Background: an optimization exercise with open tools, aiming at a short achievable clock period and few clock cycles per item. Do not read the settings as production practice.
The RTL was checked by simulation tests, not by an equivalence proof against the original design.
Power and IR drop assume default switching activity.

**flow/standard.sh**
```bash
#!/bin/bash
# synth_recipe.tcl (not shown) runs the flow's synth.tcl, then flattens the netlist and writes it again
# the make line also repeats each setting of config.mk as NAME=value (left out here)
make -C /OpenROAD-flow-scripts/flow DESIGN_CONFIG=/design/flow/config.mk WORK_HOME=/design/flow/orfs CLKGATE_MAP_FILE= SYNTH_SCRIPT=/design/flow/synth_recipe.tcl "${@:-finish}"
```
**flow/config.mk**
```make
export PLATFORM = sky130hd
export DESIGN_NAME = Full_dataPath
export DESIGN_NICKNAME = Full_dataPath
export VERILOG_FILES = /design/flow/design.v
export SDC_FILE = /design/flow/constraint.sdc
export NUM_CORES = 4
export LEC_CHECK = 0
export ABC_CLOCK_PERIOD_IN_PS = 4000
export CAP_MARGIN = 20
export CORE_MARGIN = 2
export CORE_UTILIZATION = 40
export PLACE_DENSITY = 0.5
export SLEW_MARGIN = 20
```
**flow/flow/run.sh**
```bash
#!/bin/bash
set -euo pipefail
MARGIN=$(cat flow/margin.txt)
bash standard.sh SETUP_SLACK_MARGIN=$MARGIN finish > make_finish.log 2>&1
```
**flow/flow/margin.txt**
```
10.8
```
**flow/constraint.sdc**
```tcl
create_clock -name core_clock -period 15.0 [get_ports {clk}]
set_input_delay 3.0000 -clock core_clock [delete_from_list [all_inputs] [get_ports {clk}]]
set_output_delay 3.0000 -clock core_clock [all_outputs]
set_load 0.01 [all_outputs]
```
**flow/design.v**
```verilog
`timescale 1ns / 1ps
module TwoXOneMUX( input A,B,S,output  C);
assign C= S? B:A;
endmodule
`timescale 1ns / 1ps
module DFlipFlop (input clk, input rst, input D, output reg Q);
always @ (posedge clk or posedge rst)
 begin
if (rst)
Q <= 1'b0;
else
Q <= D;
end
endmodule
`timescale 1ns / 1ps
module onebitReg( input  in, input S,input clk, input rst, output  Q);
wire C;
TwoXOneMUX  mux(  Q,in,S, C);
DFlipFlop flipflop( clk,  rst,  C, Q);
endmodule
`timescale 1ns / 1ps
module OneReg(input clk,input S,input [31:0] in,input rst, output [31:0] Q );
genvar i;  
generate 
for (i=0;i<=31;i=i+1)
begin
    onebitReg mod1 (   in[i],  S, clk,  rst,   Q[i]);
    end 
   endgenerate 
endmodule
`timescale 1ns / 1ps
module sixtyFour_reg #(parameter n=64)(input clk,input S,input [n-1:0] in,input rst, output [n-1:0] Q );
    genvar i;  
    generate 
    for (i=0;i<n;i=i+1)
    begin
        onebitReg mod1 (   in[i],  S, clk,  rst,   Q[i]);
        end 
       endgenerate 
    endmodule
`timescale 1ns / 1ps
module ThirtytwoMUX(input [31:0]A,input [31:0]B,input S ,output[31:0] C);
genvar i;  
generate 
for (i=0;i<=31;i=i+1)
begin
TwoXOneMUX m(A[i],B[i],S,C[i]);
 end 
  endgenerate 
endmodule
`timescale 1ns / 1ps
module FullAdder(input a,b,c, output sum1, carry_out);
wire w1,w2,w3;
assign sum1=a^b^c;
assign w1=a&b;
assign w2=a&c;
assign w3=c&b;
assign carry_out=w1|w2|w3;
endmodule
`timescale 1ns / 1ps
module ripple_carry(input [31:0] x_ripple,
input [31:0] y_ripple,
input cin,
output [31:0] sum_ripple,
output cout1_ripple
);
wire [31:0]c;
FullAdder add(x_ripple[0],y_ripple[0],cin,sum_ripple[0],c[0]);
genvar i;
generate
for(i=1;i<32;i=i+1)
begin
FullAdder add1(x_ripple[i],y_ripple[i],c[i-1],sum_ripple[i],c[i]);
end
endgenerate 
assign cout1_ripple= c[31];
endmodule
`timescale 1ns / 1ps
module shiftLeft(input [31:0]num ,output[31:0] C);
assign  C ={num[30:0],1'b0}; 
endmodule
`timescale 1ns / 1ps
module ALU (
input [31:0] in1, in2,
input [3:0] aluSel,
output reg [31:0] result, output zero );
wire c1, c2;
wire [31:0]sum;
ripple_carry plus( in1,in2, 1'b0,sum,c1);
wire [31:0]sub;
ripple_carry subt( in1,~in2+32'd1, 1'b0,sub,c2);
always @(*)
begin
case(aluSel)
4'b0010: result= sum; 
4'b0110 :result= sub ;   
4'b0000 : result= in1 & in2  ;
4'b0001 :  result= in1 | in2 ;
default:result=0;
endcase
end
  assign zero=(result==0);
endmodule
`timescale 1ns / 1ps
module ALU_Control(input [1:0]aluop, input [14:12]intr1,input  instr2 ,output reg[3:0]aluS);
always @(*)
begin
if(aluop==2'b00)
aluS=4'b0010;
else if(aluop==2'b01 )
aluS=4'b0110;
else if (aluop==2'b10 && intr1==3'b000 && instr2==1'b0)
aluS=4'b0010;
else if (aluop==2'b10&&intr1==3'b000&&instr2==1)
aluS=4'b0110;
else if (aluop==2'b10&&intr1==3'b111&&instr2==0)
aluS=4'b0000;
else if (aluop==2'b10&&intr1==3'b110&&instr2==0)
aluS=4'b0001;
else
aluS=4'b0010;
end
endmodule
`timescale 1ns / 1ps
module Control_unit(input [6:2]opcode, output reg branch,
output reg  memread,output reg  memtoreg,
output reg [1:0]aluop,output reg memwrite, output reg  alusrc,output reg regwrite );
always @(*)
begin
case(opcode) 
5'b01100 : 
begin 
 branch=0;
  memread=0;
   memtoreg=0;
 aluop=10;
  memwrite=0; 
   alusrc=0;
    regwrite=1;
end
5'b00000 :
begin 
 branch=0;
  memread=1;
   memtoreg=1;
 aluop=00;
  memwrite=0; 
   alusrc=1;
    regwrite=1;
end
5'b01000:
begin 
 branch=0;
  memread=0;
   memtoreg=1;
 aluop=00;
  memwrite=1; 
   alusrc=1;
    regwrite=0;
end
5'b11000:
begin 
 branch=1;
  memread=0;
   memtoreg=0;
 aluop=01;
  memwrite=0; 
   alusrc=0;
    regwrite=0;
end
default :
begin
 branch=0;
 memread=0;
  memtoreg=0;
aluop=2'b00;
 memwrite=0; 
  alusrc=0;
   regwrite=0;
   end
endcase
end
endmodule
`timescale 1ns / 1ps
module Forward_unit(input [4:0] Rs1, input [4:0] Rs2, input [4:0]Ex_mem_RegistarRd, input [4:0] Mem_Wb_RegistarRd,
input exmem_Regwrite, input memwb_Regwrite, output reg [1:0]f1, output reg[1:0]f2 );
always@(*)
begin
if(exmem_Regwrite==1 && Ex_mem_RegistarRd!=0 && Ex_mem_RegistarRd==Rs1 )
f1=2'b10;
else if(memwb_Regwrite==1 && Mem_Wb_RegistarRd!=0 && Mem_Wb_RegistarRd==Rs1 && 
!((exmem_Regwrite==1 && Ex_mem_RegistarRd!=0) && Ex_mem_RegistarRd==Rs1))
f1=2'b01;
else f1=2'b00;
 if(exmem_Regwrite==1 && Ex_mem_RegistarRd!=0 && Ex_mem_RegistarRd==Rs2 )
f2=2'b10;
 else 
 if(memwb_Regwrite==1 && Mem_Wb_RegistarRd!=0 && Mem_Wb_RegistarRd==Rs2 && 
!((exmem_Regwrite==1 && Ex_mem_RegistarRd!=0) && Ex_mem_RegistarRd==Rs2))
f2=2'b01;
else 
f2=2'b00;
end
endmodule
    `timescale 1ns / 1ps
    module FourMuxForward(input [31:0] read_data_ID_EX, input [31:0] write_data_mux, 
    input [31:0] ALU_result_EX_MEM, input[1:0] forward,
     output reg[31:0]RD1_output
     );
    always@(*)
    begin
    case (forward)
    2'b00 :RD1_output=read_data_ID_EX;
    2'b01 :RD1_output=write_data_mux;
    2'b10 :RD1_output=ALU_result_EX_MEM;
    default : RD1_output=0;
    endcase 
    end 
    endmodule
`timescale 1ns / 1ps
module hazard_unit( input  [4:0] RS1_IF_ID, input [4:0]RD_ID_EX,input [4:0]RS2_IF_ID,
                    input memread_ID_EX, output reg stall );
always@(*)
begin
if( RS1_IF_ID == RD_ID_EX | RS2_IF_ID == RD_ID_EX && memread_ID_EX !=0 && RD_ID_EX != 0)
    stall = 1'b1;
 else
 stall =1'b0;
end
endmodule
`timescale 1ns / 1ps
module immediate_generator(output reg [31:0] gen_out, input [31:0] inst );
always @(*)
begin
if(inst[6]==0 && inst[5]==0)  
         begin
          gen_out={{inst[31]?20'hFFFFF:20'h00000},inst[31:20]};
          end
else if(inst[6]==0 && inst[5]==1) 
        begin
           gen_out={{inst[31]?20'hFFFFF:20'h00000},inst[31:25],inst[11:7]};
        end
else   
        begin
           gen_out={{inst[31]?20'hFFFFF:20'h00000},inst[31],inst[7],inst[30:25],inst[11:8]};
         end
end 
endmodule
`timescale 1ns / 1ps
module RegisterFile(input clk, rst, 
input[4:0] readreg1, readreg2, writereg,
input[31:0] writedata,
input regwrite,
output[31:0] readdata1, readdata2  );
reg [31:0]S;
wire [31:0]dataout [0:31];
genvar i; 
assign dataout[0]=0;
generate 
for (i=1;i<32;i=i+1)
begin
OneReg regs (clk,S[i],writedata, rst,  dataout[i]);
end
endgenerate
assign readdata1 = (regwrite && writereg!=0 && writereg==readreg1) ? writedata : dataout[readreg1];
assign readdata2 = (regwrite && writereg!=0 && writereg==readreg2) ? writedata : dataout[readreg2];
always@(*)
begin
S=0;
if (regwrite)
S[writereg] =1;
end
endmodule
`timescale 1ns / 1ps
module Full_dataPath( input clk, input rst,
  output [5:0] imem_addr, input [31:0] imem_data,
  output [5:0] dmem_addr, output [31:0] dmem_wdata, output dmem_we,
  input [31:0] dmem_rdata);
reg  [5:0]  pf;                     
reg  [20:0] ic [0:63];              
reg  [63:0] icv;                    
reg  [5:0]  fpc;                    
reg  [63:0] foh;                    
reg         fd_v0, fd_v1;
reg  [20:0] fd_i0, fd_i1;
reg  [5:0]  fd_pc;                  
reg         fd_pt0, fd_pt1;         
reg  [31:1] fd_o10, fd_o20, fd_o11, fd_o21;  
reg         de_v0, de_v1;
reg         de_wr0, de_wr1;         
reg         de_lw0, de_lw1;
reg  [4:0]  de_rd0, de_rd1;
reg  [1:0]  de_op0, de_op1;         
reg  [31:0] de_a0, de_b0, de_a1, de_b1;
reg  [1:0]  de_fa0, de_fb0, de_fa1, de_fb1;  
reg  [5:0]  de_addr;
reg  [31:0] de_wd;
reg         de_we;
reg         ew_we0, ew_we1;
reg  [4:0]  ew_rd0, ew_rd1;
reg  [31:0] ew_res0, ew_res1;
reg  [31:0] rf [1:31];
reg  [31:1] rfv;
assign imem_addr  = pf;
assign dmem_addr  = de_addr;
assign dmem_wdata = de_wd;
assign dmem_we    = de_we;
function [20:0] pack; input [31:0] i; input [5:0] a;
  reg [1:0] c;
  begin
    pack[20]   = i[6] & (i[19:15] == i[24:20]);
    c = i[6] ? 2'd3 : i[4] ? 2'd0 : i[5] ? 2'd2 : 2'd1;
    pack[1:0]  = c;
    pack[6:2]  = i[19:15];
    pack[11:7] = (c == 2'd1) ? i[11:7] : i[24:20];
    case (c)
      2'd0: pack[19:12] = {i[11:7], i[13], i[13] ? i[12] : i[30], 1'b0};
      2'd1: pack[19:12] = i[27:20];
      2'd2: pack[19:12] = {i[27:25], i[11:7]};
      default: pack[19:12] = {a + {i[27:25], i[11:9]}, 2'b00};
    endcase
  end
endfunction
function f_br;  input [20:0] w; f_br  = (w[1:0] == 2'd3); endfunction
function f_sw;  input [20:0] w; f_sw  = (w[1:0] == 2'd2); endfunction
function f_lw;  input [20:0] w; f_lw  = (w[1:0] == 2'd1); endfunction
function f_mem; input [20:0] w; f_mem = w[1] ^ w[0]; endfunction
function f_unc; input [20:0] w; f_unc = w[20]; endfunction
function [4:0] f_rs1; input [20:0] w; f_rs1 = w[6:2]; endfunction
function [4:0] f_rs2; input [20:0] w; f_rs2 = w[11:7]; endfunction
function [4:0] f_rdn; input [20:0] w; f_rdn = (w[1:0] == 2'd0) ? w[19:15] : w[11:7]; endfunction
function [5:0] f_tgt; input [20:0] w; f_tgt = w[19:14]; endfunction
function f_wrd; input [20:0] w; f_wrd = ~w[1] & (f_rdn(w) != 5'd0); endfunction
function f_rd; input [20:0] w; input [4:0] r;
  f_rd = (w[6:2] == r) | (~f_lw(w) & (w[11:7] == r));
endfunction
function [31:0] alu; input [1:0] op; input [31:0] a, b;
  reg [31:0] s;
  begin
    s = a + (op[0] ? ~b : b) + {31'b0, op[0]};
    alu = op[1] ? (op[0] ? (a & b) : (a | b)) : s;
  end
endfunction
wire [31:0] ea0 = de_fa0[1] ? ew_res1 : de_fa0[0] ? ew_res0 : de_a0;
wire [31:0] eb0 = de_fb0[1] ? ew_res1 : de_fb0[0] ? ew_res0 : de_b0;
wire [31:0] ea1 = de_fa1[1] ? ew_res1 : de_fa1[0] ? ew_res0 : de_a1;
wire [31:0] eb1 = de_fb1[1] ? ew_res1 : de_fb1[0] ? ew_res0 : de_b1;
wire [31:0] e_alu0 = alu(de_op0, ea0, eb0);
wire [31:0] e_alu1 = alu(de_op1, ea1, eb1);
wire [31:0] e_res0 = de_lw0 ? dmem_rdata : e_alu0;
wire [31:0] e_res1 = de_lw1 ? dmem_rdata : e_alu1;
function [31:0] rdreg; input [4:0] r; input [31:1] oh;
  integer k;
  reg [31:0] v;
  begin
    v = 32'b0;
    for (k = 1; k < 32; k = k + 1)
      v = v | ({32{oh[k] & rfv[k]}} & rf[k]);
    rdreg = (ew_we1 && ew_rd1 == r) ? ew_res1 :
            (ew_we0 && ew_rd0 == r) ? ew_res0 : v;
  end
endfunction
function [31:1] onehot; input [4:0] r;
  integer k;
  for (k = 1; k < 32; k = k + 1) onehot[k] = (r == k);
endfunction
function [1:0] esel; input [4:0] r;
  begin
    esel[1] = de_v1 & de_wr1 & (de_rd1 == r);
    esel[0] = de_v0 & de_wr0 & (de_rd0 == r) & ~esel[1];
  end
endfunction
function [31:0] fwd; input [1:0] s; input [31:0] v;
  fwd = s[1] ? e_res1 : s[0] ? e_res0 : v;
endfunction
wire [4:0] d_rs1_0 = f_rs1(fd_i0), d_rs2_0 = f_rs2(fd_i0), d_rd_0 = f_rdn(fd_i0);
wire [4:0] d_rs1_1 = f_rs1(fd_i1), d_rs2_1 = f_rs2(fd_i1), d_rd_1 = f_rdn(fd_i1);
wire [31:0] r1_0 = rdreg(d_rs1_0, fd_o10), r2_0 = rdreg(d_rs2_0, fd_o20);
wire [31:0] r1_1 = rdreg(d_rs1_1, fd_o11), r2_1 = rdreg(d_rs2_1, fd_o21);
wire [1:0] s1_0 = esel(d_rs1_0), s2_0 = esel(d_rs2_0);
wire [1:0] s1_1 = esel(d_rs1_1), s2_1 = esel(d_rs2_1);
wire [31:0] v2_0 = fwd(s2_0, r2_0), v2_1 = fwd(s2_1, r2_1);
wire d_br0 = fd_v0 & f_br(fd_i0), d_br1 = fd_v1 & f_br(fd_i1);
wire [5:0] d_tgt0 = f_tgt(fd_i0);
wire [5:0] d_tgt1 = f_tgt(fd_i1);
function sumeq; input [1:0] op; input [31:0] a, b, c;
  reg [31:0] bb, p, g, kin;
  begin
    bb  = op[0] ? ~b : b;
    p   = a ^ bb;
    g   = a & bb;
    kin = {g[30:0] | (p[30:0] & ~c[30:0]), op[0]};
    if (op[1]) sumeq = ((op[0] ? (a & b) : (a | b)) == c);
    else       sumeq = ((p ^ c) == kin);
  end
endfunction
wire [31:0] e_rd = dmem_rdata;
function eeq0; input [31:0] c; eeq0 = de_lw0 ? (e_rd == c) : sumeq(de_op0, ea0, eb0, c); endfunction
function eeq1; input [31:0] c; eeq1 = de_lw1 ? (e_rd == c) : sumeq(de_op1, ea1, eb1, c); endfunction
function beq_eq; input [31:0] r1, r2; input [1:0] s1, s2;
  reg [31:0] c; reg [1:0] k;
  begin
    c = (s1 != 2'b00) ? r2 : r1;
    k = (s1 != 2'b00) ? s1 : s2;
    if (s1 != 2'b00 && s2 != 2'b00) beq_eq = 1'b1;    
    else if (k[1]) beq_eq = eeq1(c);
    else if (k[0]) beq_eq = eeq0(c);
    else beq_eq = (r1 == r2);
  end
endfunction
wire d_bst0 = d_br0 & ~fd_pt0 & (s1_0 != 2'b00) & (s2_0 != 2'b00) & (s1_0 != s2_0);
wire d_bst1 = d_br1 & ~fd_pt1 & (s1_1 != 2'b00) & (s2_1 != 2'b00) & (s1_1 != s2_1);
wire d_mis0 = d_br0 & ~fd_pt0 & ~d_bst0 & beq_eq(r1_0, r2_0, s1_0, s2_0);
wire d_mis1 = d_br1 & ~fd_pt1 & ~d_bst1 & beq_eq(r1_1, r2_1, s1_1, s2_1);
wire d_m1   = fd_v1 & f_mem(fd_i1);            
wire [20:0] d_mi = d_m1 ? fd_i1 : fd_i0;
wire d_mem  = (fd_v0 & f_mem(fd_i0)) | d_m1;
wire d_sw   = d_mem & f_sw(d_mi);
wire [1:0]  d_msel = d_m1 ? s1_1 : s1_0;        
wire [31:0] d_mbase_r = d_m1 ? r1_1 : r1_0;
wire [7:0]  d_mbase = d_msel[1] ? e_alu1[7:0] : d_msel[0] ? e_alu0[7:0] : d_mbase_r[7:0];
wire [7:0]  d_imm  = d_mi[19:12];
wire [7:0]  d_ea   = d_mbase + d_imm;
wire [31:0] d_wd   = d_m1 ? v2_1 : v2_0;
wire d_stall = (d_mem & ((d_msel[1] & de_lw1) | (d_msel[0] & de_lw0))) | d_bst0 | d_bst1;
wire d_redir = d_mis0 | (d_mis1 & ~d_stall);
wire [5:0] fpc1 = fpc + 6'd1;
wire [63:0] foh1 = {foh[62:0], foh[63]};
wire [63:0] foh2 = {foh[61:0], foh[63:62]};
function [20:0] icread; input [63:0] oh;
  integer k;
  begin
    icread = 21'b0;
    for (k = 0; k < 64; k = k + 1)
      icread = icread | ({21{oh[k]}} & ic[k]);
  end
endfunction
function [63:0] dec64; input [5:0] a;
  integer k;
  for (k = 0; k < 64; k = k + 1) dec64[k] = (a == k);
endfunction
wire hit0 = |(foh & icv), hit1 = |(foh1 & icv);
wire [20:0] c0 = icread(foh & icv), c1 = icread(foh1 & icv);
wire [20:0] bus_w = pack(imem_data, pf);
wire bus0 = ~hit0 & (pf == fpc);
wire av0 = hit0 | bus0;
wire [20:0] w0 = hit0 ? c0 : bus_w;
wire [20:0] w1 = c1;
wire unc0 = f_unc(w0), unc1 = f_unc(w1);
wire pair = hit0 & hit1 & ~f_unc(c0) & ~(f_mem(c0) & f_mem(w1)) &
            ~(f_wrd(c0) & f_rd(w1, f_rdn(c0)));
wire [5:0] f_next_c = f_unc(c0) ? f_tgt(c0) :
                      pair ? (unc1 ? f_tgt(w1) : fpc + 6'd2) : fpc1;
wire [63:0] f_noh_c = f_unc(c0) ? dec64(f_tgt(c0)) :
                      pair ? (unc1 ? dec64(f_tgt(w1)) : foh2) : foh1;
wire [5:0] f_next_b = f_unc(bus_w) ? f_tgt(bus_w) : fpc1;
wire [63:0] f_noh_b = f_unc(bus_w) ? dec64(f_tgt(bus_w)) : foh1;
wire [5:0] f_next  = hit0 ? f_next_c : bus0 ? f_next_b : fpc;
wire [63:0] f_noh  = hit0 ? f_noh_c : bus0 ? f_noh_b : foh;
wire [5:0] pf_seq = pf + 6'd1;
wire [5:0] pf_nr  = (~av0 & ~d_stall) ? fpc : pf_seq;
wire [5:0] pf_r0  = icv[d_tgt0] ? pf_seq : d_tgt0;
wire [5:0] pf_r1  = icv[d_tgt1] ? pf_seq : d_tgt1;
wire d_mis1r = d_mis1 & ~d_stall;
wire [5:0] pf_next  = d_mis0 ? pf_r0 : d_mis1r ? pf_r1 : pf_nr;
wire [5:0] fpc_nr   = d_stall ? fpc : f_next;
wire [5:0] fpc_next = d_mis0 ? d_tgt0 : d_mis1r ? d_tgt1 : fpc_nr;
wire [63:0] foh_nr   = d_stall ? foh : f_noh;
wire [63:0] foh_next = d_mis0 ? dec64(d_tgt0) : d_mis1r ? dec64(d_tgt1) : foh_nr;
always @(posedge clk or posedge rst)
  if (rst) begin
    icv <= 64'b0;
    fpc <= 6'd0;
    foh <= 64'd1;
    fd_v0 <= 1'b0; fd_v1 <= 1'b0;
    de_v0 <= 1'b0; de_v1 <= 1'b0; de_wr0 <= 1'b0; de_wr1 <= 1'b0;
    ew_we0 <= 1'b0; ew_we1 <= 1'b0;
    rfv <= 31'b0;
  end else begin
    icv[pf] <= 1'b1;
    fpc <= fpc_next;
    foh <= foh_next;
    if (d_redir) begin
      fd_v0 <= 1'b0; fd_v1 <= 1'b0;
    end else if (!d_stall) begin
      fd_v0 <= av0; fd_v1 <= pair;
    end
    de_v0  <= fd_v0 & ~d_stall & ~f_br(fd_i0);
    de_v1  <= fd_v1 & ~d_stall & ~d_mis0 & ~f_br(fd_i1);
    de_wr0 <= fd_v0 & ~d_stall & f_wrd(fd_i0);
    de_wr1 <= fd_v1 & ~d_stall & ~d_mis0 & f_wrd(fd_i1);
    ew_we0 <= de_v0 & de_wr0;
    ew_we1 <= de_v1 & de_wr1;
    if (ew_we0) rfv[ew_rd0] <= 1'b1;
    if (ew_we1) rfv[ew_rd1] <= 1'b1;
  end
always @(posedge clk) begin
  pf    <= rst ? 6'd0 : pf_next;
  de_we <= d_sw & ~d_stall & ~(d_m1 & d_mis0);
  ic[pf] <= bus_w;
  if (!d_stall) begin
    fd_i0 <= w0; fd_i1 <= w1; fd_pc <= fpc;
    fd_pt0 <= unc0; fd_pt1 <= unc1;
    fd_o10 <= onehot(f_rs1(w0)); fd_o20 <= onehot(f_rs2(w0));
    fd_o11 <= onehot(f_rs1(w1)); fd_o21 <= onehot(f_rs2(w1));
  end
  de_lw0 <= f_lw(fd_i0);  de_lw1 <= f_lw(fd_i1);
  de_rd0 <= d_rd_0;       de_rd1 <= d_rd_1;
  de_op0 <= fd_i0[14:13];
  de_op1 <= fd_i1[14:13];
  de_a0 <= r1_0; de_b0 <= r2_0; de_a1 <= r1_1; de_b1 <= r2_1;
  de_fa0 <= s1_0; de_fb0 <= s2_0; de_fa1 <= s1_1; de_fb1 <= s2_1;
  de_addr <= d_ea[7:2];
  de_wd   <= d_wd;
  ew_rd0 <= de_rd0; ew_rd1 <= de_rd1;
  ew_res0 <= e_res0; ew_res1 <= e_res1;
  if (ew_we0 && !(ew_we1 && ew_rd1 == ew_rd0)) rf[ew_rd0] <= ew_res0;
  if (ew_we1) rf[ew_rd1] <= ew_res1;
end
endmodule
```
==> results.yml <==
global_route:
  grt_max_degree: 91
  grtUsageTotal_pct: 76.0
  grt_pass1_wl_um: 2250000
  grt_pass1_vias: 203264
  grt_overflow_total: 3
logic_synthesis:
  postSynthCellCount: 17725
  synth-adder-area-share_pct: 2.54
  synthMuxAreaShare_pct: 6.81
  async_flop_share_pct: 5.87
  yosysSeqAreaShare_pct: 47.3
  syn_avg_cell_area_um2: 10.1
  synth-simple-area-share_pct: 19.3
  synth_compound_area_share_pct: 16.9
  synth_edf_count: 2502
  netlist_area_um2: 179000
  synth-xor-area-share_pct: 2.74
  synth_nets: 18029
  synth_warnings: 1
  synthFlopType: "edfxtp_1"
  synth-seq-cells: 2946
  synth_top_family_by_area: "simple AND/OR/NAND/NOR gates"
  synth_cell_types: 110
floorplan:
  die_y_um: 674
  fp.dieW_um: 674
  io_pins: 111
  start_util_pct: 40.2
  rows: 245
clock_tree:
  cts_sinks: 2946
  cts_max_path_buffers: 4
  cts_root_buf: "clkbuf_16"
  cts_inserted_buffers: 347
  ctsHtreeMaxLevel: 5
  hold_buffers: 0
status:
  stop_error: "[ERROR GRT-0116] Global routing finished with congestion. Check the congestion regions in the DRC Viewer."
  status: "aborted with a tool error"
  lastStage: "global routing (5_1_grt)"
placed_design:
  dpl.hpwl_um: 1050000
  gp_congestion: 1.21
  io_buffers: 102
[synth_stat cells (50+ instances only)]
| master | n | area [µm²] |
|---|---|---|
| a2111oi_0 | 169 | 1480 |
| a211oi_1 | 81 | 608 |
| a21o_1 | 93 | 698 |
| a21oi_1 | 358 | 1790 |
| a221o_1 | 83 | 831 |
| a221oi_1 | 357 | 3130 |
| a222oi_1 | 90 | 901 |
| a22o_1 | 332 | 2910 |
| a22oi_1 | 1188 | 8920 |
| a31oi_1 | 92 | 576 |
| a32oi_1 | 50 | 438 |
| and2_1 | 255 | 1600 |
| and3_1 | 564 | 3530 |
| buf_1 | 153 | 574 |
| buf_2 | 166 | 831 |
| clkbuf_1 | 1408 | 5290 |
| dfrtp_1 | 172 | 4300 |
| dfxtp_1 | 271 | 5430 |
| edfxtp_1 | 2502 | 75100 |
| fa_1 | 127 | 2540 |
| ha_1 | 111 | 1390 |
| inv_1 | 291 | 1090 |
| maj3_1 | 62 | 621 |
| mux2_2 | 796 | 8960 |
| mux2i_1 | 231 | 2310 |
| nand2_1 | 960 | 3600 |
| nand2b_1 | 63 | 394 |
| nand3_1 | 2456 | 12300 |
| nand4_1 | 861 | 5390 |
| nor2_1 | 709 | 2660 |
| nor3_1 | 205 | 1030 |
| nor4_1 | 280 | 1750 |
| o211ai_1 | 135 | 1010 |
| o21a_1 | 63 | 473 |
| o21ai_0 | 602 | 3010 |
| o21bai_1 | 77 | 578 |
| o22ai_1 | 99 | 619 |
| or3_1 | 75 | 469 |
| or4_1 | 88 | 661 |
| xnor2_1 | 354 | 3100 |
| xor2_1 | 207 | 1810 |
[per-layer routing]
metal | GRT usage [%] | overflow
met2 | 86.5 | 1
met3 | 64.8 | 0
met1 | 79.7 | 0
met4 | 68.2 | 2
met5 | 46.7 | 0
[worst max-delay path by stage]
stage	slack, ps	depth (start not counted)	endpoint	from
after floorplan	9050	3	pf[1]	rst
after detailed placement	5200	21	foh[17]	rfv[9]
after CTS	8400	22	foh[17]	rfv[29]
after global placement	5050	22	foh[60]	rfv[9]
[cell families after synthesis]
| logic type | after synthesis |
|---|---|
| buffers and inverters | 2044 |
| AO/OA/AOI/OAI | 4129 |
| multiplexers | 1070 |
| flip-flops | 2946 |
| AND/OR/NAND/NOR | 6675 |
| adder cells (fa/ha/maj) | 300 |
| XOR/XNOR | 561 |
[power by group through the flow]
| stage | Clock (µW) | Combinational [µW] | Sequential [µW] |
|---|---|---|---|
| floorplan | 0 | 15300 | 10700 |
| global placement | 0 | 29300 | 11300 |
| detailed placement | 0 | 29300 | 11300 |
| CTS | 9070 | 32200 | 10900 |
[timing repair]
item	in CTS
endpoints found under the setup margin	1770
gates cloned	60
pin swaps	252
buffers inserted	423
gates resized for setup	1664
[through the flow]
stage / total power [µW] / std cells / hold slack [ps] / cell area (µm²) / worst slack, ps
2_1_floorplan: 26000 / 17725 / 346 / 180000 / 9050
3_3_place_gp: 40600 / 23225 / 421 / 193000 / 5050
3_5_place_dp: 40600 / 23228 / 426 / 193000 / 5200
4_1_cts: 52200 / 24341 / 427 / 216000 / 8400
Testbench counts, summed over its fixed seeds: cycles 13,465, instrs 17,427.
